Source: an optimization exercise on an open RTL-to-GDS flow (aim: small area). Production flows keep margins and buffers that such runs may drop.
The RTL was checked by simulation tests, not by an equivalence proof against the original design.
Power is estimated from default activity; no workload was simulated.

## design/flow/design.v

```verilog
module pc
(
    input             clk                       ,
    input             rst_n,
    input             ecall_bran_take           ,
    input             ebreak_bran_take          ,
    input             mret_bran_take            ,
    input     [31:0]  trap_addr                 ,
    input             jalr_inst                 ,
    input     [31:0]  target_addr               ,
    input             jalr_bran_take            ,
    input             jal_inst,
    input     [20:0]  jal_imm                   ,
    input             btype_inst                ,
    input             halt_pc                   ,
    input     [12:0]  b_type_imm_ex             ,
    input     [12:0]  pc_off                    ,
    input             pc_jump_en                ,
    output reg[31:0]  pc                        ,
    output            misalign_exception        ,
    input             misalign_bran_take        ,
    output            j_misalign_exception      ,
    input             j_misalign_bran_take      ,
    output            jalr_misalign_exception   ,
    input             jalr_misalign_bran_take   ,
    input             intr_bran_take
);
reg [12:0] pc_off_d;
reg [12:0] pc_off_d1;
always@(posedge clk or negedge rst_n)
    if(~rst_n)  pc_off_d1 <= 13'b0   ; 
    else        pc_off_d1   <= b_type_imm_ex;
wire  [31:0] pc_nxt;
reg   [31:0] pc_save;
reg   [31:0] pc_inc;
wire  [31:0] pc_add = pc_inc+32'h4;
always@(posedge clk or negedge rst_n)
    if(~rst_n)
        pc_inc <= 32'b0;
    else if(jal_inst)
       pc_inc <= pc + {{(11){jal_imm[20]}},jal_imm};
    else if(pc_jump_en)
        pc_inc <= pc + 32'h4;
    else
        pc_inc <= pc_add;
always@(posedge clk or negedge rst_n)
    if(~rst_n)
        pc_save <= 32'b0;
    else if(pc_jump_en)
        pc_save <= pc;
    else if( btype_inst)
        pc_save <= pc_inc;
reg [31:0] pc_save_d;
always@(posedge clk )
     pc_save_d <= pc_save;  
wire [3:0] pc_sel = {(intr_bran_take|misalign_bran_take|jalr_misalign_bran_take|j_misalign_bran_take | mret_bran_take|ebreak_bran_take),ecall_bran_take,jalr_bran_take,pc_jump_en};
always@(*) begin
    pc = pc_inc;
    case(pc_sel)
    4'b0000  : pc = pc_inc;
    4'b0001  : pc = (pc_save_d + {{(19){pc_off_d1[12]}},pc_off_d1});
    4'b0011  : pc = {target_addr[31:1],1'b0};
    4'b0101  : pc = trap_addr;
    4'b1001  : pc = trap_addr;
    default : pc = pc_inc;
    endcase
end
wire [31:0] jal_pc = pc + {{(11){jal_imm[20]}},jal_imm};
assign j_misalign_exception = (jal_inst & (|jal_pc[1:0]));
assign jalr_misalign_exception = (jalr_bran_take&target_addr[1]);
reg    btype_inst_ex;
reg    btype_inst_wb;
always@(posedge clk)begin
    btype_inst_ex <= btype_inst;
    btype_inst_wb <= btype_inst_ex;
end
assign misalign_exception = btype_inst_wb & (|pc[1:0]);
endmodule
module id(
input                clk                          ,
input                rst_n                        ,
input      [31:0]    inst                         ,
output     [ 4:0]    rs1                          ,
output     [ 4:0]    rs2                          ,
output reg [ 4:0]    rs1_ex                       ,
output reg [ 4:0]    rs2_ex                       ,
output reg [ 4:0]    rd_ex                        ,
input      [31:0]    rs1_din                      ,
input      [31:0]    rs2_din                      ,
output     [ 4:0]    rd                           ,
output               rd_val                       ,
output     [31:0]    rd_dat                       ,
output               sw_en                        ,
output     [11:0]    si_type_imm                  ,
output reg           store_ex                     ,
output reg [ 2:0]    s_type_store_funct3_ex       ,
output reg           load_ex                      ,
output reg [ 2:0]    i_type_load_funct3_ex        ,
output reg           i_type_ari_ex                ,
output reg [ 2:0]    i_type_ari_funct3_ex         ,
output reg [ 6:0]    i_type_ari_funct7_ex         ,
output reg           r_type_ex                    ,
output reg [ 2:0]    r_type_funct3_ex             ,
output reg [ 6:0]    r_type_funct7_ex             ,
output reg           lui_ex                       ,
output reg           auipc_ex                     ,
output     [19:0]    u_type_imm                   ,
output               jal_inst                     ,
output reg           jal_ex                       ,
output     [20:0]    jal_imm                      ,
output reg [20:0]    jal_imm_ex                   ,
output reg           jalr_ex                      ,
output               jalr_inst                    ,
output reg [ 2:0]    b_type_funct3_ex             ,
output               btype_inst                   ,
output reg           btype_ex                     ,
output reg [12:0]    b_type_imm_ex                ,
output     [12:0]    pc_off                       ,
output reg           system_ex                    ,
output reg [ 2:0]    system_funct3_ex             ,
output reg [11:0]    system_funct12_ex
);
wire [ 6:0] opcode                       ;                             
wire [ 2:0] funct3                       ;                             
wire [ 6:0] funct7                       ;                             
wire [12:0] funct12                      ;                             
wire        r_type                       ;                             
wire        s_type                       ;                             
wire        u_type_lui                   ;                             
wire        u_type_auipc                 ;                             
wire        b_type                       ;                             
wire        j_type                       ;
wire        i_type                       ;
assign opcode       = inst[6:0];                                                                                       
assign funct3       = inst[14:12];
assign funct7       = inst[31:25];
assign funct12      = inst[31:20];
assign r_type       = opcode == 7'b0110011 ? 1 : 0;
assign s_type       = opcode == 7'b0100011 ? 1 : 0;
assign i_type       = opcode == 7'b0000011 | opcode == 7'b0010011 | opcode == 7'b1100111;
assign u_type_lui   = opcode == 7'b0110111;
assign u_type_auipc = opcode == 7'b0010111;
assign b_type       = opcode == 7'b1100011;
assign j_type       = opcode == 7'b1101111;
assign rd           = b_type | s_type ? 0 :inst[11:7];
assign rd_val       = 1'b0;
assign rd_dat       = 32'b0;
assign u_type_imm   = u_type_lui | u_type_auipc ? inst[31:12] : 0;
assign jal_imm      = j_type ? {inst[31],inst[19:12],inst[20],inst[30:21],1'b0} : 0;
always@(posedge clk or negedge rst_n)
    if(~rst_n) jal_ex <= 0;
    else       jal_ex <= jal_inst;
always@(posedge clk or negedge rst_n)
    if(~rst_n) jal_imm_ex <= 0;
    else       jal_imm_ex <= jal_imm;
wire [11:0] s_type_imm = s_type ? {inst[31:25],inst[11:7]} :0;
assign      sw_en = funct3 == 3'b010 ;
assign      rs1 = u_type_lui | j_type? 0 : inst[19:15];
assign      rs2 = i_type | j_type? 0 : inst[24:20];
always@(posedge clk or negedge rst_n)
    if(~rst_n) i_type_ari_ex <= 0;
    else       i_type_ari_ex <= opcode == 7'b0010011 ;  
always@(posedge clk or negedge rst_n)
    if(~rst_n) i_type_ari_funct3_ex <= 0;
    else       i_type_ari_funct3_ex <= (opcode == 7'b0010011) ? funct3 : 0;  
always@(posedge clk or negedge rst_n)
    if(~rst_n) i_type_ari_funct7_ex <= 0;
    else       i_type_ari_funct7_ex <= (opcode == 7'b0010011)&&(funct3==3'b001 || funct3==3'b101) ? funct7 : 0;  
always@(posedge clk or negedge rst_n)
    if(~rst_n) load_ex <= 0;
    else       load_ex <= opcode == 7'b0000011;  
always@(posedge clk or negedge rst_n)
    if(~rst_n) i_type_load_funct3_ex <= 0;
    else       i_type_load_funct3_ex <= (opcode == 7'b0000011) ? funct3 : 0;  
always@(posedge clk or negedge rst_n)
    if(~rst_n) store_ex <= 0;
    else       store_ex <= s_type;
always@(posedge clk or negedge rst_n)
    if(~rst_n) s_type_store_funct3_ex <= 0;
    else       s_type_store_funct3_ex <= s_type ? funct3 : 0; 
wire[11:0] i_type_imm  = i_type ? inst[31:20] : 0;
assign     si_type_imm = s_type_imm | i_type_imm;
always@(posedge clk or negedge rst_n)
    if(~rst_n) lui_ex <= 0;
    else       lui_ex <= u_type_lui;
always@(posedge clk or negedge rst_n)
    if(~rst_n) auipc_ex <= 0;
    else       auipc_ex <= u_type_auipc;
always@(posedge clk or negedge rst_n)
    if(~rst_n) r_type_ex <= 0;
    else       r_type_ex <= r_type ;
always@(posedge clk or negedge rst_n)
    if(~rst_n) r_type_funct3_ex <= 0;
    else       r_type_funct3_ex <= r_type ? funct3 : 0;
always@(posedge clk or negedge rst_n)
    if(~rst_n) r_type_funct7_ex <= 0;
    else       r_type_funct7_ex <= r_type ? funct7 : 0;
assign jalr_inst =  opcode == 7'b1100111 & funct3 == 3'b000;  
always@(posedge clk or negedge rst_n)
    if(~rst_n) jalr_ex <= 0;
    else       jalr_ex <= jalr_inst;
assign jal_inst = j_type;
always@(posedge clk or negedge rst_n)
    if(~rst_n) begin rd_ex <= 0; rs1_ex <= 0;   rs2_ex <= 0; end
    else       begin rd_ex <= rd;rs1_ex <= rs1; rs2_ex <= rs2; end
wire [12:0] b_type_imm = b_type ? {inst[31],inst[7],inst[30:25],inst[11:8],1'b0} : 0;
assign pc_off = b_type_imm;
assign btype_inst = b_type;
always@(posedge clk or negedge rst_n)
    if(~rst_n) btype_ex <= 0;
    else       btype_ex <= btype_inst;
always@(posedge clk or negedge rst_n)
    if(~rst_n) b_type_funct3_ex <= 0;
    else       b_type_funct3_ex <= funct3 ;
always@(posedge clk or negedge rst_n)
    if(~rst_n) b_type_imm_ex <= 0;
    else       b_type_imm_ex <= b_type_imm;
always@(posedge clk or negedge rst_n)
    if(~rst_n) system_ex <= 0;
    else       system_ex <= opcode == 'h73;
always@(posedge clk or negedge rst_n)
    if(~rst_n) system_funct12_ex <= 0;
    else       system_funct12_ex <=  funct12;
always@(posedge clk or negedge rst_n)
    if(~rst_n) system_funct3_ex <= 0;
    else       system_funct3_ex <=  funct3;
endmodule
module regs (
input         clk                          ,
input         rst_n                        ,
input  [ 4:0] rs1                          ,
input  [ 4:0] rs2                          ,
output [31:0] rs1_dat                      ,
output [31:0] rs2_dat                      ,
output        rs1_dat_val                  ,
output        rs2_dat_val                  ,
input         alu_rd_val                   ,
input  [ 4:0] rd                           ,
input         rd_val                       ,
input  [31:0] rd_dat
);
reg [32*32-1:0] regs;
always@(posedge clk or negedge rst_n) begin
    if(~rst_n) begin
      regs <= {(32*32){1'b0}};
    end else if(rd_val & (|rd))
        regs[rd*32 +: 32] <= rd_dat;
end
assign rs1_dat = regs[rs1*32 +: 32];
assign rs2_dat = regs[rs2*32 +: 32];
assign rs1_dat_val = (alu_rd_val & rd_val) & (rs1 == rd) ? 0 : 1;
assign rs2_dat_val = (alu_rd_val & rd_val) & (rs2 == rd) ? 0 : 1;
endmodule
module alu(
input                  clk,
input                  rst_n,
input                  hazard_rs1,
input                  hazard_rs2,
input                  hazard_rs_rd,
input                  r_type_ex,
input       [2:0]      r_type_funct3_ex,
input       [6:0]      r_type_funct7_ex,
input                  add_ex,
input                  sub_ex,
input                  alu_rd_val,
input       [4:0]      rd,
input       [31:0]     rd_dat,
input       [31:0]     rs2_dat,
input       [31:0]     rs1_dat_ex,
input       [31:0]     rs2_dat_ex,
input       [31:0]     pc,
input                  lui_ex,
input                  auipc_ex,
input       [19:0]     u_type_imm,
input                  jalr_ex,
output reg  [31:0]     target_addr,
output reg             jalr_bran_take,
input                  i_type_ari_ex,
input       [2:0]      i_type_ari_funct3_ex,
input       [6:0]      i_type_ari_funct7_ex,
input       [31:0]     rs1_dat,
input       [11:0]     imm,
output reg             add_res_val,
output reg  [31:0]     add_res,
input                  store_ex,
input       [2:0]      s_type_store_funct3_ex,
output reg  [31:0]     store_wdat,
output reg             dram_we,
output reg  [2:0]      s_type_store_funct3_wb,
input                  load_ex,
input       [2:0]      i_type_load_funct3_ex,
output reg  [31:0]     dram_addr,
output reg             dram_as,
output reg  [2:0]      i_type_load_funct3_wb,  
output                 load_misalign_exception,
output      [31:0]     load_misalign_addr,
output                 store_misalign_exception,
output      [31:0]     store_misalign_addr,
input                  btype_ex, 
output reg             btype_bran_take, 
input       [2:0]      b_type_funct3_ex,
input                  jal_ex,
input       [20:0]     jal_imm_ex
);
reg   [11:0]     imm_d;
wire  [31:0]     alu_res;
reg   [19:0]     u_type_imm_d;
reg   [31:0]     pc_d;
reg   [31:0]     a;
reg   [31:0]     b;
always@(posedge clk or negedge rst_n)
    if(~rst_n)  pc_d <= 32'b0;
    else        pc_d <= pc;
always@(*) begin
   if((store_ex|load_ex | i_type_ari_ex) & hazard_rs1) begin a=rd_dat; b=$signed({{(20){imm_d[11]}},imm_d}); end
   else if((store_ex|load_ex|i_type_ari_ex))           begin a= rs1_dat_ex; b=$signed({{(20){imm_d[11]}},imm_d});end
   else                                                begin a =0 ; b=0;end
end
wire [31:0] sum = a +b;
always@(posedge clk or negedge rst_n)
    if(~rst_n)  add_res <= 32'b0;
    else if(r_type_ex & hazard_rs2 & hazard_rs1)  
                                         case({r_type_funct7_ex,r_type_funct3_ex})  
                                         {10'b0000000_000}:  add_res <= $signed(rd_dat) + $signed(rd_dat);
                                         {10'b0000000_001}:  add_res <= rd_dat<<rd_dat[4:0];
                                         {10'b0000000_010}:  add_res <= 0;
                                         {10'b0000000_011}:  add_res <= 0;
                                         {10'b0000000_100}:  add_res <= rd_dat^rd_dat;
                                         {10'b0000000_101}:  add_res <= rd_dat>>rd_dat[4:0];
                                         {10'b0000000_110}:  add_res <= rd_dat|rd_dat;
                                         {10'b0000000_111}:  add_res <= rd_dat&rd_dat;
                                         {10'b0100000_000}:  add_res <= 0;
                                         {10'b0100000_101}:  add_res <= ({32{rd_dat[31]}}<<(~rd_dat[4:0]))|rd_dat>>rd_dat[4:0];
                                         endcase
    else if(r_type_ex & hazard_rs2)       
                                         case({r_type_funct7_ex,r_type_funct3_ex})  
                                         {10'b0000000_000}:  add_res <= $signed(rs1_dat_ex) + $signed(rd_dat);
                                         {10'b0000000_001}:  add_res <= rs1_dat_ex<<rd_dat[4:0];
                                         {10'b0000000_010}:  add_res <= $signed(rs1_dat_ex)<$signed(rd_dat) ? 1 :0;
                                         {10'b0000000_011}:  add_res <= (rs1_dat_ex)<(rd_dat) ? 1 :0;
                                         {10'b0000000_100}:  add_res <= rs1_dat_ex^rd_dat;
                                         {10'b0000000_101}:  add_res <= rs1_dat_ex>>rd_dat[4:0];
                                         {10'b0000000_110}:  add_res <= rs1_dat_ex|rd_dat;
                                         {10'b0000000_111}:  add_res <= rs1_dat_ex&rd_dat;
                                         {10'b0100000_000}:  add_res <= $signed(rs1_dat_ex) - $signed(rd_dat);
                                         {10'b0100000_101}:  add_res <= ({32{rs1_dat_ex[31]}}<<(~rd_dat[4:0]))|rs1_dat_ex>>rd_dat[4:0];
                                         endcase
    else if(r_type_ex & hazard_rs1)      
                                         case({r_type_funct7_ex,r_type_funct3_ex})  
                                         {10'b0000000_000}:  add_res <= $signed(rs2_dat_ex) + $signed(rd_dat);
                                         {10'b0000000_001}:  add_res <= rd_dat<<rs2_dat_ex[4:0];
                                         {10'b0000000_010}:  add_res <= $signed(rd_dat)<$signed(rs2_dat_ex) ? 1 :0;
                                         {10'b0000000_011}:  add_res <= (rd_dat)<(rs2_dat_ex) ? 1 :0;
                                         {10'b0000000_100}:  add_res <= rd_dat^rs2_dat_ex;
                                         {10'b0000000_101}:  add_res <= rd_dat>>rs2_dat_ex[4:0];
                                         {10'b0000000_110}:  add_res <= rd_dat|rs2_dat_ex;
                                         {10'b0000000_111}:  add_res <= rd_dat&rs2_dat_ex;
                                         {10'b0100000_000}:  add_res <= $signed(rd_dat) - $signed(rs2_dat_ex);
                                         {10'b0100000_101}:  add_res <= ({32{rd_dat[31]}}<<(~rs2_dat_ex[4:0]))|rd_dat>>rs2_dat_ex[4:0];
                                         endcase
    else if(r_type_ex)        
                                         case({r_type_funct7_ex,r_type_funct3_ex})  
                                         {10'b0000000_000}:  add_res <= $signed(rs1_dat_ex) + $signed(rs2_dat_ex);
                                         {10'b0000000_001}:  add_res <= rs1_dat_ex<<rs2_dat_ex[4:0];
                                         {10'b0000000_010}:  add_res <= $signed(rs1_dat_ex)<$signed(rs2_dat_ex) ? 1 :0;
                                         {10'b0000000_011}:  add_res <= (rs1_dat_ex)<(rs2_dat_ex) ? 1 :0;
                                         {10'b0000000_100}:  add_res <= rs1_dat_ex^rs2_dat_ex;
                                         {10'b0000000_101}:  add_res <= rs1_dat_ex>>rs2_dat_ex[4:0];
                                         {10'b0000000_110}:  add_res <= rs1_dat_ex|rs2_dat_ex;
                                         {10'b0000000_111}:  add_res <= rs1_dat_ex&rs2_dat_ex;
                                         {10'b0100000_000}:  add_res <= $signed(rs1_dat_ex) - $signed(rs2_dat_ex);
                                         {10'b0100000_101}:  add_res <= ({32{rs1_dat_ex[31]}}<<(~rs2_dat_ex[4:0]))|rs1_dat_ex>>rs2_dat_ex[4:0];
                                         endcase
    else if(i_type_ari_ex)        
                                         case({i_type_ari_funct7_ex,i_type_ari_funct3_ex})  
                                         {10'b0000000_000}:  add_res <= $signed(a) + $signed(b);
                                         {10'b0000000_001}:  add_res <= a<<b[4:0];
                                         {10'b0000000_010}:  add_res <= $signed(a)<$signed(b) ? 1 :0;
                                         {10'b0000000_011}:  add_res <= (a)<(b) ? 1 :0;
                                         {10'b0000000_100}:  add_res <= a^b;
                                         {10'b0000000_101}:  add_res <= a>>b[4:0];
                                         {10'b0000000_110}:  add_res <= a|b;
                                         {10'b0000000_111}:  add_res <= a&b;
                                         {10'b0100000_101}:  add_res <= ({32{a[31]}}<<(~b[4:0]))|a>>b[4:0];
                                         endcase
    else if(lui_ex)                   add_res <= {u_type_imm_d,12'b0};
    else if(auipc_ex)                 add_res <= {u_type_imm_d,12'b0} + pc_d;
    else if(jalr_ex | jal_ex )        add_res <= $signed(4) + $signed(pc_d);
always@(posedge clk or negedge rst_n)
    if(~rst_n)  target_addr <= 32'b0;
    else if(jalr_ex & hazard_rs1)        target_addr <= $signed(rd_dat) + $signed({{(20){imm_d[11]}},imm_d});
    else if(jalr_ex )                    target_addr <= $signed(rs1_dat_ex) + $signed({{(20){imm_d[11]}},imm_d});
always@(posedge clk or negedge rst_n)
    if(~rst_n)  store_wdat <= 32'b0;
    else if(store_ex & hazard_rs2)       store_wdat <= $signed(rd_dat);
    else if(store_ex)                    store_wdat <= $signed(rs2_dat_ex) ;
always@(posedge clk or negedge rst_n)
    if(~rst_n)                           begin s_type_store_funct3_wb <= 1'b0; dram_we <= 1'b0;end
    else if(store_ex & ~store_misalign_exception)  begin     s_type_store_funct3_wb <= s_type_store_funct3_ex; dram_we <= 1'b1;end
    else                                 begin s_type_store_funct3_wb <= 0;    dram_we <= 1'b0;end
always@(posedge clk or negedge rst_n)
    if(~rst_n)                           dram_addr <= 32'b0;
    else if(load_ex)                     dram_addr <= sum;
    else if(store_ex)                    dram_addr <= sum;
always@(posedge clk or negedge rst_n)
    if(~rst_n)  dram_as <= 1'b0;
    else if(load_ex & hazard_rs1 & ~load_misalign_exception)        dram_as <= 1;
    else if(load_ex & ~load_misalign_exception)                     dram_as <= 1;
    else                                                            dram_as <= 0;
always@(posedge clk or negedge rst_n)
    if(~rst_n)                           i_type_load_funct3_wb <= 1'b0;
    else if(load_ex & hazard_rs1)        i_type_load_funct3_wb <= i_type_load_funct3_ex;
    else if(load_ex)                     i_type_load_funct3_wb <= i_type_load_funct3_ex;
    else                                 i_type_load_funct3_wb <= 0;
assign load_misalign_exception = ( i_type_load_funct3_ex == 2 & (|sum[1:0]) ) |   
                                 ( i_type_load_funct3_ex == 1 & (sum[0])    ) |   
                                 ( i_type_load_funct3_ex == 5 & (sum[0])    );    
assign load_misalign_addr      = sum;
assign store_misalign_exception= ( s_type_store_funct3_ex == 2 & (|sum[1:0]) ) |  
                                 ( s_type_store_funct3_ex == 1 & (sum[0])    );   
assign store_misalign_addr     = sum;
always@(posedge clk or negedge rst_n)
    if(~rst_n)                           jalr_bran_take <= 1'b0;
    else if(jalr_ex & hazard_rs1)        jalr_bran_take <= 1'b1;
    else if(jalr_ex )                    jalr_bran_take <= 1'b1; 
    else                                 jalr_bran_take <= 1'b0; 
always@(posedge clk or negedge rst_n)
    if(~rst_n)                           add_res_val <= 1'b0;
    else if(i_type_ari_ex )              add_res_val <= 1'b1;
    else if(r_type_ex)                   add_res_val <= 1'b1;
    else if(lui_ex | auipc_ex)           add_res_val <= 1'b1;
    else if(jalr_ex | jal_ex)            add_res_val <= 1'b1;
    else                                 add_res_val <= 1'b0;
always@(posedge clk or negedge rst_n)
    if(~rst_n) begin
        imm_d        <= 11'b0;
        u_type_imm_d <= 20'b0;
    end else begin
        imm_d        <= imm;
        u_type_imm_d <= u_type_imm;
    end
always@(posedge clk or negedge rst_n)
    if(~rst_n)  
         btype_bran_take <= 1'b0;
    else if(btype_ex & hazard_rs2 & hazard_rs1)
         btype_bran_take <= 1'b1;
    else if(btype_ex & hazard_rs2 ) begin
         case(b_type_funct3_ex)
         3'b000:
             btype_bran_take <=  $signed(rs1_dat_ex) == $signed(rd_dat);
         3'b001:
             btype_bran_take <=  $signed(rs1_dat_ex) != $signed(rd_dat);
         3'b100:
             btype_bran_take <=  $signed(rs1_dat_ex) < $signed(rd_dat); 
         3'b101:
             btype_bran_take <=  $signed(rs1_dat_ex) >= $signed(rd_dat);
         3'b110:
             btype_bran_take <=  (rs1_dat_ex) < (rd_dat); 
         3'b111:
             btype_bran_take <=  rs1_dat_ex >= rd_dat;  
         default:
             btype_bran_take <=  $signed(rs1_dat_ex) >= $signed(rd_dat);
         endcase
   end else if(btype_ex & hazard_rs1) begin 
         case(b_type_funct3_ex)
         3'b000:
             btype_bran_take <=  $signed(rd_dat) == $signed(rs2_dat_ex);
         3'b001:
             btype_bran_take <=  $signed(rd_dat) != $signed(rs2_dat_ex);
         3'b100:
             btype_bran_take <=  $signed(rd_dat) < $signed(rs2_dat_ex);
         3'b101:
             btype_bran_take <=  $signed(rd_dat) >= $signed(rs2_dat_ex);
         3'b110:
             btype_bran_take <=  (rd_dat) < (rs2_dat_ex);
         3'b111:
             btype_bran_take <=  rd_dat >= rs2_dat_ex;
         default:
             btype_bran_take <=  $signed(rd_dat) >= $signed(rs2_dat_ex);
         endcase
   end else if(btype_ex)begin 
         case(b_type_funct3_ex)
         3'b000:
             btype_bran_take <=  $signed(rs1_dat_ex) == $signed(rs2_dat_ex);
         3'b001:
             btype_bran_take <=  $signed(rs1_dat_ex) != $signed(rs2_dat_ex);
         3'b100:
             btype_bran_take <=  $signed(rs1_dat_ex) < $signed(rs2_dat_ex);
         3'b101:
             btype_bran_take <=  $signed(rs1_dat_ex) >= $signed(rs2_dat_ex);
         3'b110:
             btype_bran_take <=  (rs1_dat_ex) < (rs2_dat_ex);
         3'b111:
             btype_bran_take <=  (rs1_dat_ex) >= (rs2_dat_ex);
         default:
             btype_bran_take <=  $signed(rs1_dat_ex) >= $signed(rs2_dat_ex);
         endcase
   end else
         btype_bran_take <= 1'b0;
endmodule
module ctrl (
input           clk                          ,
input           rst_n                        ,
input           add_inst                     ,
input           rs1_dat_val                  ,
input           rs2_dat_val                  ,
input  [31:0]   store_wdat                   ,
output [31:0]   dram_wdat                    ,
input           dram_we                      ,
input  [ 2:0]   s_type_store_funct3_wb       ,
output [ 3:0]   dram_we_byte                 ,
input           dram_dout_wb                 ,
input  [31:0]   dram_addr                    ,
input  [31:0]   dram_dout                    ,
input  [ 2:0]   i_type_load_funct3_wb        ,
input  [ 4:0]   inst_rd                      ,
input           inst_rd_val                  ,
input  [31:0]   inst_rd_dat                  ,
input  [ 4:0]   alu_rd                       ,
input           alu_rd_val                   ,
input  [31:0]   alu_rd_dat                   ,
output [ 4:0]   rd                           ,
output          rd_val                       ,
output [31:0]   rd_dat                       ,
output          add_en                       ,
output          halt_pc                      
);                             
wire [31:0] load_data;
reg rd_val_d;
reg add_en_d;                             
always@(posedge clk or negedge rst_n)
    if(~rst_n)
        add_en_d <= 1'b0;                             
    else if(add_inst & ~(rs1_dat_val & rs2_dat_val))
        add_en_d <= 1'b1;                             
    else
        add_en_d <= 1'b0;
assign add_en = (add_inst&rs1_dat_val&rs2_dat_val) | add_en_d;
always@(posedge clk or negedge rst_n)
    if(~rst_n)
        rd_val_d <= 1'b0;
    else if(alu_rd_val & inst_rd_val) 
        rd_val_d <= 1'b1;
    else
        rd_val_d <= 1'b0;
assign load_data = i_type_load_funct3_wb == 3'b000 & dram_addr[1:0]==0? {{(24){dram_dout[7]}},dram_dout[7:0]} :
                   i_type_load_funct3_wb == 3'b000 & dram_addr[1:0]==1? {{(24){dram_dout[15]}},dram_dout[15:8]} :
                   i_type_load_funct3_wb == 3'b000 & dram_addr[1:0]==2? {{(24){dram_dout[23]}},dram_dout[23:16]} :
                   i_type_load_funct3_wb == 3'b000 & dram_addr[1:0]==3? {{(24){dram_dout[31]}},dram_dout[31:24]} :
                   i_type_load_funct3_wb == 3'b100 & dram_addr[1:0]==0? {24'b0,dram_dout[7:0]} :
                   i_type_load_funct3_wb == 3'b100 & dram_addr[1:0]==1? {24'b0,dram_dout[15:8]} :
                   i_type_load_funct3_wb == 3'b100 & dram_addr[1:0]==2? {24'b0,dram_dout[23:16]} :
                   i_type_load_funct3_wb == 3'b100 & dram_addr[1:0]==3? {24'b0,dram_dout[31:24]} :
                   i_type_load_funct3_wb == 3'b001 & dram_addr[1:0]==0? {{(16){dram_dout[15]}},dram_dout[15:0]} :
                   i_type_load_funct3_wb == 3'b001 & dram_addr[1:0]==2? {{(16){dram_dout[31]}},dram_dout[31:16]} :
                   i_type_load_funct3_wb == 3'b101 & dram_addr[1:0]==0? {16'b0,dram_dout[15:0]} :  
                   i_type_load_funct3_wb == 3'b101 & dram_addr[1:0]==2? {16'b0,dram_dout[31:16]} :
                   i_type_load_funct3_wb == 3'b010 & dram_addr[1:0]==0? {dram_dout} : 
                   0;
assign halt_pc = 1'b0;
assign rd_val =  dram_dout_wb | alu_rd_val; 
assign rd     =  alu_rd       ;
assign rd_dat =  dram_dout_wb ? load_data : alu_rd_dat; 
assign dram_we_byte = s_type_store_funct3_wb == 3'b000 & dram_addr[1:0]==0? {3'b0,dram_we}  : 
                      s_type_store_funct3_wb == 3'b000 & dram_addr[1:0]==1? {2'b0,dram_we,1'b0}  : 
                      s_type_store_funct3_wb == 3'b000 & dram_addr[1:0]==2? {1'b0,dram_we,2'b0}  : 
                      s_type_store_funct3_wb == 3'b000 & dram_addr[1:0]==3? {dram_we,3'b0}       : 
                      s_type_store_funct3_wb == 3'b001 & dram_addr[1:0]==0? {2'b0,dram_we,dram_we}  : 
                      s_type_store_funct3_wb == 3'b001 & dram_addr[1:0]==1? {1'b0,dram_we,dram_we,1'b0}  : 
                      s_type_store_funct3_wb == 3'b001 & dram_addr[1:0]==2? {dram_we,dram_we,2'b0}  : 
                      s_type_store_funct3_wb == 3'b010 ? {4{dram_we}}  : 
                      0;
assign  dram_wdat = s_type_store_funct3_wb == 3'b000 & dram_addr[1:0]==0 ? {24'b0,store_wdat[7:0]} :
                    s_type_store_funct3_wb == 3'b000 & dram_addr[1:0]==1 ? {16'b0,store_wdat[7:0],8'b0} :
                    s_type_store_funct3_wb == 3'b000 & dram_addr[1:0]==2 ? {8'b0,store_wdat[7:0],16'b0} :
                    s_type_store_funct3_wb == 3'b000 & dram_addr[1:0]==3 ? {store_wdat[7:0],24'b0} :
                    s_type_store_funct3_wb == 3'b001 & dram_addr[1:0]==0 ? {16'b0,store_wdat[15:0]} :
                    s_type_store_funct3_wb == 3'b001 & dram_addr[1:0]==1 ? {8'b0,store_wdat[15:0],8'b0} :
                    s_type_store_funct3_wb == 3'b001 & dram_addr[1:0]==2 ? {store_wdat[15:0],16'b0} :
                    s_type_store_funct3_wb == 3'b010  ? {store_wdat} :
                    0;
endmodule
module machine (
input               clk                          ,
input               rst_n                        ,
input       [31:0]  rs1_dat_ex                   ,
input       [31:0]  rd_dat                       ,
input               hazard_rs1                   ,
input       [31:0]  pc                           ,
input               system_ex                    ,
input       [ 2:0]  system_funct3_ex             ,
input       [11:0]  system_funct12_ex            ,
output  reg         ecall_bran_take              ,
output  reg         ebreak_bran_take             ,
output  reg         mret_bran_take               ,
output      [31:0]  trap_addr                    ,
output  reg         csrr_rd_en                   ,
output  reg [31:0]  csrr_rd_dat                  ,
input               store_misalign_exception     ,
input       [31:0]  store_misalign_addr          ,
input               load_misalign_exception      ,
input       [31:0]  load_misalign_addr           ,
input               misalign_exception           ,
output  reg         misalign_bran_take           ,
input               jalr_misalign_exception      ,
output  reg         jalr_misalign_bran_take      ,
input               j_misalign_exception         ,
output  reg         j_misalign_bran_take         ,
input               intr                         ,
output  reg         intr_bran_take
);
reg  [31:0] mtvec                        ;                             
reg  [31:0] mcause                       ;                             
reg  [31:0] mepc                         ;                             
reg  [31:0] mstatus                      ;                             
wire        mret_ex                      ;                             
reg  [31:0] mtval                        ;
reg  [31:0] mret_addr                    ;
wire [6:0]  system_funct7_ex = system_funct12_ex[11:5];
assign trap_addr = mret_bran_take ? mret_addr : mtvec;
reg intr_d;
always@(posedge clk or negedge rst_n)
    if(~rst_n) 
        intr_d <= 0;
    else
        intr_d <= intr;
always@(posedge clk or negedge rst_n)
    if(~rst_n) 
        ecall_bran_take <= 0;
    else if(system_ex & system_funct12_ex==0 &&system_funct3_ex==0)
        ecall_bran_take <= 1;
    else
        ecall_bran_take <= 0;
always@(posedge clk or negedge rst_n)
    if(~rst_n) 
        ebreak_bran_take <= 0;
    else if(system_ex & system_funct12_ex==1 &&system_funct3_ex==0)
        ebreak_bran_take <= 1;
    else
        ebreak_bran_take <= 0;
always@(posedge clk or negedge rst_n)
    if(~rst_n) 
        mret_addr <= 0;
    else if(system_ex & system_funct7_ex=='h18 &&system_funct3_ex==0)
        mret_addr <= mepc;
always@(posedge clk or negedge rst_n)
    if(~rst_n) 
        mret_bran_take <= 0;
    else if(system_ex & system_funct7_ex=='h18 &&system_funct3_ex==0)
        mret_bran_take <= 1;
    else
        mret_bran_take <= 0;
reg [31:0] pc_ex;
always@(posedge clk or negedge rst_n)
    if(~rst_n)   pc_ex <= 0;
    else         pc_ex <= pc;
always@(posedge clk or negedge rst_n)
    if(~rst_n) 
        mcause <= 32'h0; 
    else if(system_ex & system_funct12_ex==0 &&system_funct3_ex==0)
        mcause <= 11;
    else if(system_ex & system_funct12_ex==1 &&system_funct3_ex==0) 
        mcause <= 3;
    else if(load_misalign_exception)
        mcause <= 4;
    else if(store_misalign_exception)
        mcause <= 6;
    else if(misalign_exception)
        mcause <= 0;
always@(posedge clk or negedge rst_n)
    if(~rst_n) 
        csrr_rd_en <= 0;
    else if(system_ex &&(system_funct3_ex==2 || system_funct3_ex==1
                                             || system_funct3_ex==7 ))  
        csrr_rd_en <= 1;
    else
        csrr_rd_en <= 0;
always@(posedge clk or negedge rst_n)
    if(~rst_n) 
        csrr_rd_dat <= 0;
    else if(system_ex &&system_funct3_ex==2)
        case (system_funct12_ex)
        12'h300 :  csrr_rd_dat <= mstatus;
        12'h305 :  csrr_rd_dat <= mtvec;
        12'h341 :  csrr_rd_dat <= mepc;
        12'h342 :  csrr_rd_dat <= mcause;
        12'h343 :  csrr_rd_dat <= mtval;
        default:   csrr_rd_dat <= 0;
        endcase
    else
        csrr_rd_dat <= 0;
always@(posedge clk or negedge rst_n)
    if(~rst_n) 
        mtvec <= 4;
    else if(system_ex && (system_funct3_ex==1) && system_funct12_ex == 'h305)
        mtvec <= hazard_rs1 ? rd_dat : rs1_dat_ex;
always@(posedge clk or negedge rst_n)
    if(~rst_n) 
        mstatus <= 0;
    else if(system_ex && (system_funct3_ex==1) && system_funct12_ex == 'h300)
        mstatus <= hazard_rs1 ? rd_dat : rs1_dat_ex;
wire MIE = mstatus[3]; 
always@(posedge clk or negedge rst_n)
    if(~rst_n) 
        mepc <= 0;
    else if(system_ex & system_funct12_ex==0 &&system_funct3_ex==0) 
        mepc <= pc_ex;
    else if(system_ex & system_funct12_ex==1 &&system_funct3_ex==0) 
        mepc <= pc_ex;
    else if(system_ex && (system_funct3_ex==1) && system_funct12_ex == 'h341)
        mepc <= hazard_rs1 ? rd_dat : rs1_dat_ex;
    else if (store_misalign_exception | load_misalign_exception | misalign_exception)
        mepc <= pc_ex;
    else if(intr & ~intr_d & MIE)
        mepc <= pc_ex;
reg j_misalign_exception_ex;
always@(posedge clk or negedge rst_n)
    if(~rst_n) 
        j_misalign_exception_ex <= 0;
    else
        j_misalign_exception_ex <= j_misalign_exception;
always@(posedge clk or negedge rst_n)
    if(~rst_n) 
        j_misalign_bran_take <= 0;
    else if(j_misalign_exception_ex)
        j_misalign_bran_take <= 1;
    else
        j_misalign_bran_take <= 0;
always@(posedge clk or negedge rst_n)
    if(~rst_n) 
        mtval <= 0;
    else if (misalign_exception|jalr_misalign_exception | j_misalign_exception_ex)
        mtval <= pc;
    else if (load_misalign_exception)
        mtval <= load_misalign_addr;
    else if (store_misalign_exception)
        mtval <= store_misalign_addr;
always@(posedge clk or negedge rst_n)
    if(~rst_n) 
        jalr_misalign_bran_take <= 0;
    else if(jalr_misalign_exception)
        jalr_misalign_bran_take <= 1;
    else
        jalr_misalign_bran_take <= 0;
always@(posedge clk or negedge rst_n)
    if(~rst_n) 
        misalign_bran_take <= 0;
    else if(misalign_exception | load_misalign_exception| store_misalign_exception)
        misalign_bran_take <= 1;
    else
        misalign_bran_take <= 0;
always@(posedge clk or negedge rst_n)
    if(~rst_n) 
        intr_bran_take <= 0;
    else if(intr & ~intr_d & MIE)
        intr_bran_take <= 1;
    else
        intr_bran_take <= 0;
endmodule
module starsea_core
(
  input          clk                ,
  input          rst_n              ,
  input          intr               ,
  output  [31:0] inst_addr          ,
  input   [31:0] inst_data          ,
  output         dram_we_o          ,
  output  [ 3:0] dram_be_o          ,
  output         dram_rd_o          ,
  output  [31:0] dram_addr_o        ,
  output  [31:0] dram_wdat_o        ,
  input   [31:0] dram_rdat          ,
  output         reg_bus_we         ,
  output  [31:0] reg_bus_addr       ,
  output  [31:0] reg_bus_wdat       ,
  output         reg_bus_rd         ,
  input   [31:0] reg_bus_rdat
);
wire [31:0] pc;
wire [31:0] inst_to_id  ;
wire [31:0] inst_dout = inst_data;
wire [31:0] dram_addr   ;
wire [31:0] dram_dout   ;
wire        dram_as     ;
wire [31:0] dram_wdat   ;
wire        dram_we     ;
wire [ 3:0] dram_we_byte;
wire [ 4:0] rs1         ;
wire [ 4:0] rs2         ;
wire [ 4:0] rd_ex       ;
wire [ 4:0] rs1_ex      ;
wire [ 4:0] rs2_ex      ;
wire [31:0] rs1_dat     ;
wire [31:0] rs2_dat     ;
wire [31:0] rs1_dat_ex  ;
wire [31:0] rs2_dat_ex  ;
reg  [31:0] rs2_dat_d   ;
reg  [31:0] rs2_dat_d_pre;
wire [ 4:0] rd          ;
wire        rd_val      ;
wire [31:0] rd_dat      ;
reg  [ 4:0] rd_d        ;
reg  [ 4:0] rd_d_pre    ;
wire        sw_en       ;
wire [11:0] si_type_imm ;
wire        i_type_ari_ex;
wire [ 2:0] i_type_ari_funct3_ex;
wire [ 6:0] i_type_ari_funct7_ex;
wire        r_type_ex           ;
wire [ 2:0] r_type_funct3_ex    ;
wire [ 6:0] r_type_funct7_ex    ;
wire        lui_ex              ;
wire        auipc_ex            ;
wire [19:0] u_type_imm          ;
wire        add_en              ;
wire        btype_inst          ;
wire        jal_inst            ;
wire        jalr_inst           ;
wire        jalr_ex             ;
wire        jal_ex              ;
wire [20:0] jal_imm             ;
wire [20:0] jal_imm_ex          ;
wire        btype_ex            ;
wire [ 2:0] b_type_funct3_ex    ;                    
wire [12:0] b_type_imm_ex       ;                    
wire [ 4:0] inst_rd             ;                    
wire        inst_rd_val         ;                    
wire [31:0] inst_rd_dat         ;                    
wire        load_ex             ;                    
wire [ 2:0] i_type_load_funct3_ex;                    
wire [ 2:0] i_type_load_funct3_wb;                    
wire        load_misalign_exception;                    
wire [31:0] load_misalign_addr  ;                    
wire        store_misalign_exception;                    
wire [31:0] store_misalign_addr ;                    
wire        store_ex            ;                    
wire [ 2:0] s_type_store_funct3_ex;                    
wire [ 2:0] s_type_store_funct3_wb;                    
wire        system_ex           ;                    
wire [11:0] system_funct12_ex   ;                    
wire [ 2:0] system_funct3_ex    ;                    
wire [12:0] pc_off              ;                    
wire        pc_jump_en          ;                                         
wire        misalign_exception  ;                     
wire        j_misalign_exception;                     
wire        jalr_misalign_exception;                     
wire [31:0] add_res             ;                     
wire        add_res_val         ;                     
wire        btype_bran_take     ;                     
wire        alu_rd_val          ;                     
wire [31:0] alu_rd_dat          ;                     
wire        jalr_bran_take      ;                     
wire [31:0] target_addr         ;                     
wire [31:0] store_wdat          ;                     
wire [31:0] dbus_addr           ;                     
wire [31:0] dbus_dat            ;                     
wire        wr_dub_en           ;                     
wire        wr_rd_en            ;                     
wire        add_inst            ;                     
wire        rs1_dat_val         ;
wire        rs2_dat_val         ;
wire        halt_pc             ;
wire        hazard_rs1          ;
wire        hazard_rs2          ;
wire        hazard_rs_rd        ;
wire        ecall_bran_take     ;
wire        ebreak_bran_take    ;
wire        mret_bran_take      ;
wire        misalign_bran_take  ;
wire        j_misalign_bran_take;
wire        jalr_misalign_bran_take;
wire        intr_bran_take      ;
wire [31:0] trap_addr           ;
wire        csrr_rd_en          ;
wire [31:0] csrr_rd_dat         ;
wire        dram_dout_wb        ;
assign      inst_addr  = pc;
assign      inst_to_id = inst_dout;
assign      dbus_addr  = add_res_val ? add_res   : 0;
assign      dbus_dat   = add_res_val ? rs2_dat_d : 0;
assign rs1_dat  = 32'b0;
assign rs2_dat  = 32'b0;
assign add_inst = 1'b0;
always@(posedge clk or negedge rst_n)
    if(~rst_n)  begin rd_d <= 5'b0; rd_d_pre <= 5'b0;end
    else        begin rd_d <= rd_d_pre; rd_d_pre <= inst_rd;end
always@(posedge clk or negedge rst_n)
    if(~rst_n)  begin rs2_dat_d <= 32'b0;rs2_dat_d_pre <= 32'b0; end
    else        begin rs2_dat_d <= rs2_dat_d_pre;rs2_dat_d_pre <= rs2_dat; end
assign  pc_jump_en = intr_bran_take |   
                    misalign_bran_take |jalr_misalign_bran_take|j_misalign_bran_take | mret_bran_take | ebreak_bran_take | ecall_bran_take | jalr_bran_take | btype_bran_take;
pc u_pc
(
.clk                          (clk                          ),
.rst_n                        (rst_n                        ),
.misalign_bran_take           (misalign_bran_take           ),
.j_misalign_bran_take         (j_misalign_bran_take         ),
.jalr_misalign_bran_take      (jalr_misalign_bran_take      ),
.intr_bran_take               (intr_bran_take               ),
.ecall_bran_take              (ecall_bran_take              ),
.ebreak_bran_take             (ebreak_bran_take             ),
.mret_bran_take               (mret_bran_take               ),
.trap_addr                    (trap_addr                    ),
.jal_inst                     (jal_inst                     ),
.jalr_inst                    (jalr_inst                    ),
.jalr_bran_take               (jalr_bran_take               ),
.target_addr                  (target_addr                  ),
.jal_imm                      (jal_imm                      ),
.halt_pc                      (halt_pc                      ),
.btype_inst                   (btype_inst                   ),
.pc_off                       (pc_off                       ),
.b_type_imm_ex                (b_type_imm_ex                ),
.pc_jump_en                   (pc_jump_en                   ),
.pc                           (pc                           ),
.misalign_exception           (misalign_exception           ),
.j_misalign_exception         (j_misalign_exception         ),
.jalr_misalign_exception      (jalr_misalign_exception      )
);
wire[31:0] dram_dout_to_dbus = dram_rdat;
assign dram_we_o   = dram_we&(~dram_addr[31]);
assign dram_be_o   = dram_we_byte;
assign dram_rd_o   = ~dram_addr[31] & dram_dout_wb;
assign dram_addr_o = dram_addr-'h4000_0000;
assign dram_wdat_o = dram_wdat;
assign dram_dout_wb  = dram_as;
assign reg_bus_we    = dram_addr[31] ? dram_we   : 0;
assign reg_bus_addr  = dram_addr[31] ? dram_addr : 0;
assign reg_bus_wdat  = dram_addr[31] ? dram_wdat : 0;
assign reg_bus_rd    = dram_addr[31] & dram_dout_wb;
assign dram_dout     = dram_addr[31] ? reg_bus_rdat : dram_dout_to_dbus;
id u_id
(
.clk                          (clk                          ),
.rst_n                        (rst_n                        ),
.inst                         (inst_to_id                   ),
.rs1                          (rs1                          ),
.rs2                          (rs2                          ),
.rd_ex                        (rd_ex                        ),
.rs1_ex                       (rs1_ex                       ),
.rs2_ex                       (rs2_ex                       ),
.rs1_din                      (rs1_dat                      ),
.rs2_din                      (rs2_dat                      ),
.rd                           (inst_rd                      ),
.rd_val                       (inst_rd_val                  ),
.rd_dat                       (inst_rd_dat                  ),
.sw_en                        (sw_en                        ),
.si_type_imm                  (si_type_imm                  ),
.store_ex                     (store_ex                     ),
.s_type_store_funct3_ex       (s_type_store_funct3_ex       ),
.load_ex                      (load_ex                      ),
.i_type_load_funct3_ex        (i_type_load_funct3_ex        ),
.i_type_ari_ex                (i_type_ari_ex                ),
.i_type_ari_funct3_ex         (i_type_ari_funct3_ex         ),
.i_type_ari_funct7_ex         (i_type_ari_funct7_ex         ),
.r_type_funct3_ex             (r_type_funct3_ex             ),
.r_type_funct7_ex             (r_type_funct7_ex             ),
.r_type_ex                    (r_type_ex                    ),
.lui_ex                       (lui_ex                       ),
.auipc_ex                     (auipc_ex                     ),
.u_type_imm                   (u_type_imm                   ),
.pc_off                       (pc_off                       ),
.b_type_funct3_ex             (b_type_funct3_ex             ),
.btype_inst                   (btype_inst                   ),
.btype_ex                     (btype_ex                     ),
.b_type_imm_ex                (b_type_imm_ex                ),
.jalr_inst                    (jalr_inst                    ),
.jalr_ex                      (jalr_ex                      ),
.jal_inst                     (jal_inst                     ),
.jal_ex                       (jal_ex                       ),
.jal_imm_ex                   (jal_imm_ex                   ),
.jal_imm                      (jal_imm                      ),
.system_ex                    (system_ex                    ),
.system_funct3_ex             (system_funct3_ex             ),
.system_funct12_ex            (system_funct12_ex            )
);
regs u_regs
(                             
.clk                          (clk                          ),
.rst_n                        (rst_n                        ),
.rs1                          (rs1_ex                       ),
.rs2                          (rs2_ex                       ),
.rs1_dat                      (rs1_dat_ex                   ),
.rs2_dat                      (rs2_dat_ex                   ),
.rs1_dat_val                  (rs1_dat_val                  ),
.rs2_dat_val                  (rs2_dat_val                  ),
.rd                           (rd                           ),
.alu_rd_val                   (add_res_val                  ),
.rd_val                       (rd_val                       ),
.rd_dat                       (rd_dat                       )
);
reg pc_jump_en_d;
always@(posedge                       clk)
    pc_jump_en_d <= pc_jump_en;
wire [4:0] rd_d_wb    = rd_d & ~pc_jump_en_d; 
wire [4:0] rs2_ex_vld = pc_jump_en_d ? 0 : rs2_ex ;  
wire [4:0] rs1_ex_vld = pc_jump_en_d ? 0 : rs1_ex ;  
assign hazard_rs2     = rs2_ex_vld == rd_d_wb && |rd_d_wb;
assign hazard_rs1     = rs1_ex_vld == rd_d_wb && |rd_d_wb;  
assign hazard_rs_rd   = rs1_ex == rd_ex && |rd_ex;  
alu u_alu
(                             
.clk                          (clk                          ),
.rst_n                        (rst_n                        ),
.hazard_rs1                   (hazard_rs1                   ),
.hazard_rs2                   (hazard_rs2                   ),
.hazard_rs_rd                 (hazard_rs_rd                 ),
.r_type_funct3_ex             (r_type_funct3_ex             ),
.r_type_funct7_ex             (r_type_funct7_ex             ),
.r_type_ex                    (r_type_ex & ~pc_jump_en      ),
.rd                           (rd                           ),
.alu_rd_val                   (add_res_val                  ),
.rd_dat                       (rd_dat                       ),
.rs2_dat                      (rs2_dat                      ),
.rs1_dat_ex                   (rs1_dat_ex                   ),
.rs2_dat_ex                   (rs2_dat_ex                   ),
.pc                           (pc                           ),
.lui_ex                       (lui_ex  & ~pc_jump_en        ),
.auipc_ex                     (auipc_ex& ~pc_jump_en        ),
.u_type_imm                   (u_type_imm                   ),
.i_type_ari_funct3_ex         (i_type_ari_funct3_ex         ),
.i_type_ari_funct7_ex         (i_type_ari_funct7_ex         ),
.i_type_ari_ex                (i_type_ari_ex & ~pc_jump_en  ),
.rs1_dat                      (rs1_dat                      ),
.imm                          (si_type_imm                  ),
.add_res_val                  (add_res_val                  ),
.add_res                      (add_res                      ),
.store_ex                     (store_ex& ~pc_jump_en        ),
.s_type_store_funct3_ex       (s_type_store_funct3_ex       ),
.store_wdat                   (store_wdat                   ),
.dram_we                      (dram_we                      ),
.s_type_store_funct3_wb       (s_type_store_funct3_wb       ),
.load_ex                      (load_ex & ~pc_jump_en        ),
.i_type_load_funct3_ex        (i_type_load_funct3_ex        ),
.dram_addr                    (dram_addr                    ),
.dram_as                      (dram_as                      ),
.i_type_load_funct3_wb        (i_type_load_funct3_wb        ),
.load_misalign_addr           (load_misalign_addr           ),
.load_misalign_exception      (load_misalign_exception      ),
.store_misalign_addr          (store_misalign_addr          ),
.store_misalign_exception     (store_misalign_exception     ),
.btype_ex                     (btype_ex & ~pc_jump_en       ),
.btype_bran_take              (btype_bran_take              ),
.b_type_funct3_ex             (b_type_funct3_ex             ),
.jal_ex                       (jal_ex & ~pc_jump_en                      ),
.jalr_ex                      (jalr_ex& ~pc_jump_en         ),
.jalr_bran_take               (jalr_bran_take               ),
.target_addr                  (target_addr                  )
);
ctrl                          u_ctrl(                             
.clk                          (clk                          ),
.rst_n                        (rst_n                        ),
.add_inst                     (add_inst                     ),
.rs1_dat_val                  (rs1_dat_val                  ),
.rs2_dat_val                  (rs2_dat_val                  ),
.inst_rd                      (inst_rd                      ),
.inst_rd_val                  (inst_rd_val                  ),
.inst_rd_dat                  (inst_rd_dat                  ),
.store_wdat                   (store_wdat                   ),
.dram_wdat                    (dram_wdat                    ),
.dram_we                      (dram_we                      ),
.dram_we_byte                 (dram_we_byte                 ),
.s_type_store_funct3_wb       (s_type_store_funct3_wb       ),
.dram_dout_wb                 (dram_dout_wb                 ),
.dram_addr                    (dram_addr                    ),
.dram_dout                    (dram_dout                    ),
.i_type_load_funct3_wb        (i_type_load_funct3_wb        ),
.alu_rd                       (rd_d                         ),
.alu_rd_val                   (add_res_val | csrr_rd_en     ),
.alu_rd_dat                   (csrr_rd_en ? csrr_rd_dat : add_res   ),
.rd                           (rd                           ),
.rd_val                       (rd_val                       ),
.rd_dat                       (rd_dat                       ),
.add_en                       (                             ),
.halt_pc                      (halt_pc                      )
);
machine u_machine(                             
.clk                          (clk                          ),
.rst_n                        (rst_n                        ),
.rs1_dat_ex                   (rs1_dat_ex                   ),
.rd_dat                       (rd_dat                       ),
.hazard_rs1                   (hazard_rs1                   ),
.pc                           (pc                           ),
.system_ex                    (system_ex&~pc_jump_en        ),
.system_funct3_ex             (system_funct3_ex             ),
.system_funct12_ex            (system_funct12_ex            ),
.ecall_bran_take              (ecall_bran_take              ),
.ebreak_bran_take             (ebreak_bran_take             ),
.mret_bran_take               (mret_bran_take               ),
.trap_addr                    (trap_addr                    ),
.store_misalign_exception     (store_misalign_exception     ),
.store_misalign_addr          (store_misalign_addr          ),
.load_misalign_exception      (load_misalign_exception      ),
.load_misalign_addr           (load_misalign_addr           ),
.misalign_exception           (misalign_exception           ),
.misalign_bran_take           (misalign_bran_take           ),
.j_misalign_exception         (j_misalign_exception         ),
.j_misalign_bran_take         (j_misalign_bran_take         ),
.jalr_misalign_exception      (jalr_misalign_exception      ),
.jalr_misalign_bran_take      (jalr_misalign_bran_take      ),
.intr                         (intr                         ),
.intr_bran_take               (intr_bran_take               ),
.csrr_rd_en                   (csrr_rd_en                   ),
.csrr_rd_dat                  (csrr_rd_dat                  )
);
endmodule
```

## design/flow/run.sh

```bash
#!/bin/bash
# synth_recipe.tcl (not shown) runs the flow's synth.tcl, then flattens the netlist and writes it again
# the make line also repeats each setting of config.mk as NAME=value (left out here)
make -C /OpenROAD-flow-scripts/flow DESIGN_CONFIG=/design/flow/config.mk WORK_HOME=/design/flow/orfs CLKGATE_MAP_FILE= SYNTH_SCRIPT=/design/flow/synth_recipe.tcl finish
```

## design/flow/config.mk

```make
export PLATFORM = sky130hd
export DESIGN_NAME = starsea_core
export DESIGN_NICKNAME = starsea_core
export VERILOG_FILES = /design/flow/design.v
export SDC_FILE = /design/flow/constraint.sdc
export NUM_CORES = 4
export LEC_CHECK = 0
export CAP_MARGIN = 35
export CORE_MARGIN = 2
export CORE_UTILIZATION = 30
export SLEW_MARGIN = 35
```

## design/flow/constraint.sdc

```tcl
create_clock -name core_clock -period 12.0 [get_ports {clk}]
set_input_delay 2.4000 -clock core_clock [delete_from_list [all_inputs] [get_ports {clk}]]
set_output_delay 2.4000 -clock core_clock [all_outputs]
set_load 0.01 [all_outputs]
```

==> impl_metrics.json <==
{
  "outcome": "complete, no violations",
  "met3_usage": 0.125,
  "rr_worst_depth": 25,
  "hold_viol_final": 0,
  "instances_no_fill": 19700,
  "pwr_density_cell_nw_per_um2": 167,
  "rr_endpoint": "u_alu.add_res[26]",
  "crit_type": "reg2reg",
  "setup_viol": 0,
  "synth_nets": 14900,
  "fin_util": 0.342,
  "ioPinCount": 267,
  "synthFlopType": "dfrtp_1",
  "cts-hold-fix-buffers": 0,
  "netlist_area_um2": 124000,
  "synth_edf_count": 0,
  "whs_ns": 0.327,
  "critical_path.endpoint": "u_alu.add_res[26]",
  "final.setup.tns_ns": 0,
  "drtAntennaViolNets": 0,
  "worstSetupStartpoint": "u_id.rs1_ex[1]",
  "path_clk_slew_ns": 0.06,
  "fin_crit_ns": 9.35,
  "initial_core_util": 0.302,
  "vias_per_cell": 6.39,
  "rows": 235,
  "busiest_layer": "met2",
  "final_nets": 14600,
  "die_w_um": 646,
  "cp_data_required_time_ns": 12.73,
  "ys_ff_latch": 1626,
  "synth-async-reset-ratio": 0.978,
  "cp-start-kind": "register",
  "synth-compound-area-share": 0.228,
  "syn_area_per_cell_um2": 8.66,
  "post-route-drc-count": 0,
  "synth_mux_area_frac": 0.165,
  "synth_xor_area_frac": 0.0179,
  "drt_wl_total_um": 718000,
  "grt_max_degree": 172,
  "max_cap_viol_count": 0,
  "firstDrtPassIters": 9,
  "area_delta_synth_final_pct": 13.2,
  "finalCritPeriodShare": 0.779,
  "gp_congestion": 1.15,
  "worstPathArrival_ns": 10.08,
  "syn_inst": 14300,
  "place_hpwl_um": 514000,
  "wire_per_inst_um": 36.5,
  "synthSimpleGateAreaFrac": 0.154,
  "clock_latency_ns": 0.94,
  "yosysSeqAreaShare": 0.327,
  "r2r_setup_slack_ns": 2.65,
  "synth_top_family_by_area": "compound AO/OA/AOI/OAI gates",
  "antenna_found_initial": 98,
  "synth_cell_type_count": 114,
  "path_max_fanout": 28,
  "core_um2": 410000,
  "hp-class": "reg2reg",
  "numClockSinks": 1626,
  "grt_pass1_vias": 116000,
  "clockBufferDepth": 4,
  "tritoncts": "done",
  "numPortBuffers": 266,
  "largest_register": "u_regs.regs",
  "fin_area_um2": 140000,
  "end_kind": "register",
  "rsz0062_at_grt": "no",
  "drt_iter0_drc": 18700,
  "finalClockSkew_ns": 0.0582,
  "die_h_um": 646,
  "seq_area_um2": 40600,
  "grt-ovfl-total": 0,
  "die_area_um2": 418000,
  "rr_startpoint": "u_id.rs1_ex[1]",
  "ir_drop_mv": 0.113,
  "multi_input_area_um2": 77600,
  "maxSlewViolCount": 0,
  "dp_cells": 19300,
  "cts_htree_levels": 4,
  "grt_util_all_layers": 0.332,
  "vias": 126000,
  "nFillCells": 42400,
  "largest_register_ffs": 1024,
  "max_freq_mhz": 107,
  "p_leak_nw": 58.7,
  "grt_pass1_wl_um": 978000,
  "post-cts-setup-buffers": 0,
  "yosys_warnings": 7,
  "met1_usage": 0.420,
  "tightest_slew_ns": 1.16,
  "placed_area_um2": 133000,
  "cts_resized": 0,
  "grtUsageMet2": 0.459,
  "root_buffer": "clkbuf_16",
  "numCtsBuffers": 191,
  "drive_gt1_frac": 0.131,
  "slew-limit-headroom": 0.215,
  "synth_fa_ha_area_frac": 0.0525
}
## area by class of cell
type,count,area share
sequential,1626,0.289
inverter,317,0.00864
multi-input combinational,11100,0.554
clock inverter,81,0.00815
timing repair buffer,818,0.0513
clock buffer,271,0.0389
antenna,82,0.00146
tap,5451,0.0487
## how the worst min path moves through the flow
stage / slack (ns) / to / from / depth (start not counted)
2_1_floorplan: 0.31 / u_pc.btype_inst_wb / u_pc.btype_inst_ex / 0
3_3_place_gp: 0.31 / u_pc.btype_inst_wb / u_pc.btype_inst_ex / 0
3_5_place_dp: 0.31 / u_pc.btype_inst_wb / u_pc.btype_inst_ex / 0
4_1_cts: 0.33 / u_pc.btype_inst_wb / u_pc.btype_inst_ex / 0
5_1_grt: 0.34 / u_pc.btype_inst_wb / u_pc.btype_inst_ex / 0
6_report: 0.33 / u_pc.btype_inst_wb / u_pc.btype_inst_ex / 0
## power by group
part	total, W	switching [W]	internal, W
registers	0.00648	0.000489	0.00599
clock network	0.00621	0.00262	0.00359
logic	0.0107	0.00767	0.00303
## metal layers
metal	wire length [um]	share of wire
met2	285000	0.40
met3	91500	0.13
met1	277000	0.39
met5	875	0.0012
met4	62900	0.088
## cells in the mapped netlist (89+ instances only)
master	number	area, um^2
o211ai_1	139	1040
o21ai_0	1847	9240
mux2_2	192	2160
nand2_1	2020	7580
mux2i_1	755	7560
a21oi_1	897	4490
a211oi_1	163	1220
mux4_2	476	10700
inv_1	292	1100
buf_2	147	736
buf_1	104	390
nor3_1	225	1130
and2_1	183	1140
and3_1	89	557
a22oi_1	185	1390
nor2_1	1076	4040
clkbuf_1	943	3540
nand3_1	224	1120
xnor2_1	170	1490
a221oi_1	150	1310
a21o_1	122	916
o221ai_1	100	876
ha_1	502	6280
dfrtp_1	1590	39800
nor2b_1	91	569
a31oi_1	124	776
## logic make-up (layout without fill, tap and decap cells)
| logic type | Yosys count | count (layout) |
|---|---|---|
| buffers and inverters | 1618 | 1487 |
| adders and majority gates | 513 | 513 |
| muxes | 1424 | 1424 |
| other | 0 | 82 |
| DFF | 1626 | 1626 |
| and+or+nand+nor | 4313 | 4313 |
| AOI/OAI and AO/OA | 4552 | 4552 |
| xor gates and xnor gates | 253 | 253 |
## placed cells by master, fill, tap and decap left out, types with 42 or more instances in the layout
cell	netlist	final
inv_1	292	270
nor2b_1	91	89
nand3_1	224	223
nand4_1	52	52
clkdlybuf4s50_1	0	265
ha_1	502	502
a31oi_1	124	115
mux2_2	192	192
diode_2	0	82
a222oi_1	42	42
a221o_1	68	66
dfrtp_1	1590	1573
o21a_1	54	54
o21ai_0	1847	1825
xnor2_1	170	167
o221ai_1	100	100
nor2_1	1076	1046
mux2i_1	755	746
a21oi_1	897	886
o22ai_1	88	87
and2_1	183	180
buf_4	63	508
and3_1	89	87
nor4_1	51	47
mux4_2	476	476
nor3_1	225	216
clkbuf_16	0	191
a211oi_1	163	156
a22o_1	52	52
xor2_1	83	81
or3_1	66	66
a21o_1	122	122
clkbuf_1	943	43
o31ai_1	58	53
a221oi_1	150	147
o21bai_1	85	84
nand2_1	2020	1984
nand2b_1	71	70
a22oi_1	185	185
o211ai_1	139	139
## metrics by stage
stage | total power, W | setup slack, ns
final | 0.0234 | 2.65
after floorplan | 0.0120 | 3.74
after global placement | 0.0166 | 2.36
after CTS | 0.0228 | 3.24
after detailed placement | 0.0165 | 2.46
after global routing | 0.0239 | 2.77
## critical path, stage by stage, from the launching register on
cell and delay [ns]:
dfrtp_4 0.68, buf_4 0.56, nor2b_4 0.62, buf_4 0.66, a22oi_1 0.13, and3_1 0.19
or4_1 0.51, buf_4 0.27, inv_2 0.44, nand2_1 0.18, o21ai_0 0.35, buf_4 0.32
nor2_1 0.09, ha_1 0.37, o21a_1 0.15, o21ai_0 0.33, a31oi_1 0.21, o21ai_0 0.38
a21oi_1 0.21, nor3_1 0.33, o31ai_1 0.14, xnor2_1 0.53, nand2_1 0.41, a31oi_1 0.67
o31a_1 0.24, o32ai_1 0.07

## static timing again, ports no longer ideal
How much do the figures lean on ideal ports? The routed layout below was timed once more, with nothing changed but the port constraints. Step 1: set_driving_cell puts a clkbuf_16 on clk and a buf_2 on each other input, an assumption about the parent block. Step 2 adds t to the input delays and takes it off the output delays; t is the mean of the earliest and latest rising clock arrival at the registers after step 1. Input paths then give back, and output paths get back, about the clock's delay inside the block. Three values: ideal ports, drivers, drivers and shift; two values: the first two.
t, ns: 1.016
slack for setup (ns): 2.652 / 2.652 / 1.940
worst setup path after step 2: input to register
worst data-port slew with drivers (ns): 0.10
pins driven straight from the clock port: 1
After both steps setup and hold are still met in this run. For this run, drivers alone change the setup slack by 0.000 ns; drivers and shift together by -0.712 ns.
